What follows belongs to an exercise in optimizing a design on an open flow for small area; a production flow would make more cautious choices.
The RTL of this run was laid out without a check of its function.
No activity file was given, so power comes from the tool's default toggle rates.

==> design.v <==
module clr_mux(input logic d0,
					input logic sel,
					input logic d1,
					output logic y);
					assign y= sel? d1:d0;
endmodule
module comparator #(parameter N = 8, M = 17, F = 2)
							(input logic [N-1:0] a,
							 input logic [M-1:0]c,
							output logic eq, neq, lt, lte, gt, gte);
			assign eq = (a == c);
			assign neq = (a != c);
			assign lt = (a < c);
			assign lte = (a <= F*c);
			assign gt = (a > c);
			assign gte = (a >= F*c);
endmodule
module counter #(parameter N = 8)
						(input logic clk,
						input logic reset,
						output logic [N-1:0] q);
				always_ff @(posedge clk)
					if (reset)		q <= 0;
					else				q <= q + 1;
endmodule
module decoder #(parameter N = 8, M = 10)(input logic [N-1:0] in,
														 output logic [16:0] y);
			always_comb	
			case(in)
			28: y = 22727;  
			27: y = 21452;  
			35: y = 20248;  
			43: y = 19111;  
			52: y = 18038;  
			51: y = 17026;  
			59: y = 16071;  
			66: y = 15169;  
			75: y = 14317;  
			76: y = 13513;  
			82: y = 12755;  
			90: y = 12039;  
			21: y = 23393;  
			29: y = 22080;  
			36: y = 20841;  
			45: y = 19671;  
			44: y = 18567;  
			53: y = 17525;  
			60: y = 16543;  
			67: y = 15613;  
			68: y = 14737;  
			77: y = 13910;  
			84: y = 13129;  
			91: y = 12392;  
			18: y = 22080;  
			26: y = 20841;  
			34: y = 19671;  
			33: y = 18567;  
			42: y = 17525;  
			50: y = 16542;  
			49: y = 15613;  
			58: y = 14736;  
			65: y = 13910;  
			73: y = 13129;  
			74: y = 12391;  
			89: y = 11697;  
			default: y=0;
			endcase
endmodule
				module SIPO2 #(parameter N = 10) (input logic in, clk, en, res,
										   output logic [7:0] out);
				logic [3:0] count;
				logic [N-1: 0] inter;
				logic [7:0] previous; 
				logic trigger;
				always_ff @ (posedge clk)
				begin 
					if (res)
					begin
						count <= 0;
						trigger <= 1'b0;
						previous <= 8'b0;
						inter <= '0;
					end
					else if (en)
					begin
						if (count == N)
						begin
							count <= 0;
							trigger <= (previous == 8'b11110000);
							previous <= inter[8:1];
						end
						else
						begin
							inter[count] <= in;
							count <= count + 1;
						end
					end
				end
				always_comb
				case(trigger)
				0: out = inter[8:1];
				1: out = 8'b0;
				endcase
endmodule
module Top_Level2(
	CLK,
	rst,
	ps2_clk,
	Data,
	out
);
input wire	CLK;
input wire	rst;
input wire	ps2_clk;
input wire	Data;
output wire	out;
wire	wire_1;
wire	wire_2;
wire	[16:0] y;
wire	SYNTHESIZED_WIRE_7;
wire	[16:0] SYNTHESIZED_WIRE_8;
wire	[16:0] SYNTHESIZED_WIRE_3;
wire	[7:0] SYNTHESIZED_WIRE_4;
wire	SYNTHESIZED_WIRE_6;
reg	[2:0] kclk_s;
reg	[1:0] kdat_s;
wire	kclk_fall;
always @(posedge CLK)
begin
	if (rst)
	begin
		kclk_s <= 3'b111;
		kdat_s <= 2'b11;
	end
	else
	begin
		kclk_s <= {kclk_s[1:0], ps2_clk};
		kdat_s <= {kdat_s[0], Data};
	end
end
assign	kclk_fall = kclk_s[2] & ~kclk_s[1];
SIPO2	b2v_inst(
	.in(kdat_s[1]),
	.clk(CLK),
	.en(kclk_fall),
	.res(rst),
	.out(SYNTHESIZED_WIRE_4));
	defparam	b2v_inst.N = 10;
assign	wire_2 =  ~SYNTHESIZED_WIRE_7;
comparator	b2v_inst14(
	.a(SYNTHESIZED_WIRE_8),
	.c(y),
	.lte(SYNTHESIZED_WIRE_6)
	);
	defparam	b2v_inst14.F = 1;
	defparam	b2v_inst14.M = 17;
	defparam	b2v_inst14.N = 17;
comparator	b2v_inst15(
	.a(SYNTHESIZED_WIRE_8),
	.c(y),
	.gte(wire_1));
	defparam	b2v_inst15.F = 2;
	defparam	b2v_inst15.M = 17;
	defparam	b2v_inst15.N = 17;
comparator	b2v_inst16(
	.a(SYNTHESIZED_WIRE_3),
	.c(y),
	.lte(SYNTHESIZED_WIRE_7)
	);
	defparam	b2v_inst16.F = 2;
	defparam	b2v_inst16.M = 17;
	defparam	b2v_inst16.N = 17;
counter	b2v_inst3(
	.clk(CLK),
	.reset(wire_1 | rst),
	.q(SYNTHESIZED_WIRE_8));
	defparam	b2v_inst3.N = 17;
counter	b2v_inst5(
	.clk(CLK),
	.reset(wire_2 | rst),
	.q(SYNTHESIZED_WIRE_3));
	defparam	b2v_inst5.N = 17;
decoder	b2v_inst8(
	.in(SYNTHESIZED_WIRE_4),
	.y(y));
	defparam	b2v_inst8.M = 10;
	defparam	b2v_inst8.N = 8;
clr_mux	b2v_inst9(
	.d0(SYNTHESIZED_WIRE_7),
	.sel(SYNTHESIZED_WIRE_6),
	.d1(wire_1),
	.y(out));
endmodule
==> run.sh <==
#!/bin/bash
# synth_recipe.tcl (not shown) runs the flow's synth.tcl, then flattens the netlist and writes it again
# the make line also repeats each setting of config.mk as NAME=value (left out here)
make -C /OpenROAD-flow-scripts/flow DESIGN_CONFIG=/design/flow/config.mk WORK_HOME=/design/flow/orfs CLKGATE_MAP_FILE= SYNTH_SCRIPT=/design/flow/synth_recipe.tcl finish
==> config.mk <==
export PLATFORM = sky130hd
export DESIGN_NAME = Top_Level2
export DESIGN_NICKNAME = Top_Level2
export VERILOG_FILES = /design/flow/design.v
export SDC_FILE = /design/flow/constraint.sdc
export NUM_CORES = 4
export LEC_CHECK = 0
export CAP_MARGIN = 20
export CORE_MARGIN = 2
export CORE_UTILIZATION = 40
export PLACE_DENSITY = 0.6
export SLEW_MARGIN = 20
==> constraint.sdc <==
create_clock -name core_clock -period 10.0 [get_ports {CLK}]
set_input_delay 2.0000 -clock core_clock [delete_from_list [all_inputs] [get_ports {CLK}]]
set_output_delay 2.0000 -clock core_clock [all_outputs]
set_load 0.01 [all_outputs]
==> summary.txt <==
Yosys cell counts (2+ instances only):
cell type and number:
a2111oi_0 3, a211o_1 2, a211oi_1 6, a21o_1 12, a21oi_1 53, a22o_1 2, a311oi_1 4, a31o_2 3
a31oi_1 7, a32oi_1 2, and2_1 4, and3_1 4, and4_1 4, buf_1 3, buf_2 10, buf_6 2
clkbuf_1 19, dfxtp_1 60, ha_1 58, inv_1 17, mux2i_1 12, nand2_1 48, nand2b_1 11, nand3_1 29
nand3b_1 3, nand4_1 16, nor2_1 92, nor2b_1 12, nor3_1 8, nor3b_1 2, nor4_1 2, o211ai_1 2
o21a_1 2, o21ai_0 38, o22ai_1 9, o31ai_1 2, o32ai_1 2, or2_2 7, or3_1 5, xnor2_1 15
xor2_1 18
layer usage:
layer  track usage  routed length (um)  part of all wire  vias to the layer above
met1         0.304                6150              0.46                     2095
met3        0.0399                 875             0.065                       36
li1              -                   -                 -                     2229
met2         0.328                5970              0.44                      195
met4         0.101                 458             0.034                        0
met5             0                   0                 0                        -
layout make-up:
class | instances | area [um2]
Clock inverter | 4 | 95.1
Inverter | 19 | 71.3
Fill cell | 1150 | 6600
Multi-Input combinational cell | 517 | 3390
Sequential cell | 60 | 1200
Clock buffer | 12 | 256
Tap cell | 147 | 184
Timing Repair Buffer | 7 | 62.6
cells by family after synthesis:
group | count (synthesis)
AOI/OAI and AO/OA | 155
adders and majority gates | 58
xor gates and xnor gates | 33
buffers and inverters | 53
muxes | 14
and+or+nand+nor | 257
DFF | 60
power groups by stage:
stage,Clock [mW],Combinational (mW),Sequential (mW)
floorplan,0,0.0272,0.253
global placement,0,0.0342,0.255
detailed placement,0,0.0344,0.255
CTS,0.370,0.0349,0.250
global route,0.380,0.0389,0.250
finish,0.363,0.0348,0.250
flip-flops by register name (all words and copies together) (netlist names):
register and flops:
b2v_inst.inter 8, b2v_inst.previous 8, kclk_s 3, b2v_inst.trigger 1, kdat_s 2, b2v_inst3.q 17, b2v_inst5.q 17, b2v_inst.count 4
worst max-delay path by stage:
stage | start | end | slack [ps]
6_report | b2v_inst.trigger$_SDFFE_PP0P_ | out | 2470
5_1_grt | b2v_inst.trigger$_SDFFE_PP0P_ | out | 2110
4_1_cts | b2v_inst.trigger$_SDFFE_PP0P_ | out | 2530
3_5_place_dp | b2v_inst.trigger$_SDFFE_PP0P_ | out | 2890
3_3_place_gp | b2v_inst.trigger$_SDFFE_PP0P_ | out | 2960
2_1_floorplan | b2v_inst.trigger$_SDFFE_PP0P_ | out | 4010
worst max-delay path, cell delays in order, from the launching register on:
cell and delay, ps:
dfxtp_1 540, nor2b_1 490, inv_1 170, ha_1 310
and3b_1 280, a21oi_1 530, o21ai_0 240, o22ai_1 490
ha_1 340, a21o_1 160, a21o_1 190, a211o_1 300
a221oi_2 270, o21ai_0 110, mux2_2 300, clkdlybuf4s50_1 480
per-stage QoR:
step	instance area [um2]	hold WS, ps	total power [mW]
floorplan	4820	389	0.280
detailed placement	4910	405	0.289
global route	5260	433	0.669
finish	5260	412	0.648
CTS	5260	419	0.654
global placement	4910	395	0.289
==> results.py <==
metrics = {
    "status": {
        "status": "timing/DRC/antenna clean",
    },
    "timing": {
        "finalCritPeriodShare": 0.753,
        "clock_skew_ps": 5.61,
        "maxSlewHeadroom": 0.358,
        "finalSetupViolations": 0,
        "rsz0062_at_grt": "false",
        "fin_crit_ps": 7530,
        "slew_violations": 0,
        "setup_slack_ps": 2470,
        "max_freq_mhz": 133,
        "finalHoldViolations": 0,
        "finalSetupTns_ps": 0,
        "worst_slew_pin_slew_ps": 959,
    },
    "job": {
        "maxCapViolations": 0,
    },
    "final_layout": {
        "stdcell_count": 766,
        "layout_common_cells": "92 x nor2_1, 60 x dfxtp_1, 58 x ha_1",
        "layout_commonest_cell": "nor2_1",
        "utilization": 0.443,
        "nets": 676,
        "antenna_cells": 0,
        "final_layout_size_suffix_gt1_frac": 0.0598,
        "syn_to_final_growth_pct": 9.19,
    },
    "critical_path": {
        "reg2reg_depth": 16,
        "regToRegSetupSlack_ps": 4950,
        "startpoint_type": "flip-flop",
        "cp_data_required_time_ps": 8000,
        "criticalPathCategory": "flip-flop to output port",
        "crit_arrival_ps": 5530,
        "crit_path_end_kind": "output port",
        "r2r-end": "b2v_inst3.q[12]$_SDFF_PP0_",
        "r2r-start": "b2v_inst.trigger$_SDFFE_PP0P_",
        "worstPathMaxFanout": 24,
    },
    "global_routing": {
        "gr-usage-all-layers": 0.218,
        "grt-ovfl-total": 0,
        "antenna_found_initial": 0,
        "grt_pass1_wl_mm": 22.4,
        "grt_max_degree": 28,
        "grt_pass1_vias": 4310,
    },
    "drt": {
        "dr.pass1.iters": 7,
        "drtAntennaViolNets": 0,
        "routed_wl_mm": 13.5,
        "avgViaCountPerCell": 5.95,
        "vias": 4555,
        "wire_per_inst_um": 17.6,
        "drc_errors": 0,
        "drt-initial-drc-count": 310,
    },
    "worst_hold_path": {
        "min_to": "kdat_s[1]$_SDFF_PP1_",
        "min_from": "kdat_s[0]$_SDFF_PP1_",
        "holdCritPathClass": "flip-flop to flip-flop",
        "whs_path_depth": 1,
    },
    "power": {
        "comb_power_share": 0.054,
        "power_density_mw_per_mm2": 123,
        "clock_power_share": 0.561,
        "ir_drop_mv": 0.116,
        "leakagePower_nw": 2.02,
        "seq_power_share": 0.386,
        "swShare": 0.208,
        "p_sw_mw": 0.135,
        "p_int_mw": 0.513,
    },
    "place": {
        "place_ws_ps": 2890,
        "port_buffers": 4,
        "place_hpwl_mm": 9.94,
        "placedCellCount": 750,
        "gp_congestion": 0.984,
    },
    "synthesis": {
        "synth_top_area_share": 0.249,
        "synth-seq-cells": 60,
        "yosysUniqueCellTypes": 61,
        "ys.flop_type": "dfxtp_1",
        "synth-compound-area-share": 0.199,
        "netlist_area_mm2": 0.00482,
        "synthAdderAreaFrac": 0.151,
        "synth_top_area_cell": "dfxtp_1",
        "synth_nets": 692,
        "avgSynthCellArea_um2": 7.65,
        "async_flop_share": 0,
        "synth-simple-area-share": 0.262,
        "ys_top_cells_by_area": "dfxtp_1 25%, ha_1 15%, nor2_1 7.2%",
        "synth_edf_count": 0,
        "synth-xor-area-share": 0.0600,
        "ys_seq_area_frac": 0.249,
        "synth_top_family_by_area": "simple AND/OR/NAND/NOR gates",
        "syn_inst": 630,
        "synthMuxAreaShare": 0.0319,
        "yosys_warnings": 4,
    },
    "clocking": {
        "cts_buffer_depth": 2,
        "htreeDepth": 3,
        "clkLatencyLatePin_ps": 330,
        "cts_sinks": 60,
        "root_buffer": "clkbuf_16",
        "ctsHoldBuffers": 0,
        "cts_setup_buffers": 0,
        "clkTransAtPathRegs_ps": 50,
        "numCtsBuffers": 9,
        "cts_tree": "yes",
        "cts_resized": 0,
    },
    "floorplanning": {
        "die_h_um": 114,
        "start_util": 0.406,
        "die-width_um": 114,
        "die-area_mm2": 0.0129,
        "rows": 40,
        "num_io_pins": 5,
        "core_mm2": 0.0119,
    },
}

## static timing again, ports no longer ideal
How much do the figures lean on ideal ports? The routed layout below was timed once more, with nothing changed but the port constraints.
Step 1, drivers: a clkbuf_16 drives CLK and a buf_2 each remaining input, both assumed.
Step 2 times the ports against the registers' clock, not the clock port: input delays grow and output delays shrink by t, the midpoint of the rising clock arrivals with the driver on.
Three values: ideal ports, drivers, drivers and shift; two values: the first two.
t, ns: 0.366
setup slack, ns: 2.466 / 2.427 / 2.793
worst setup path after step 2: register to output
After both steps this run still meets setup and hold. The setup slack of this run moves by -0.039 ns with the drivers and by +0.327 ns with both steps.
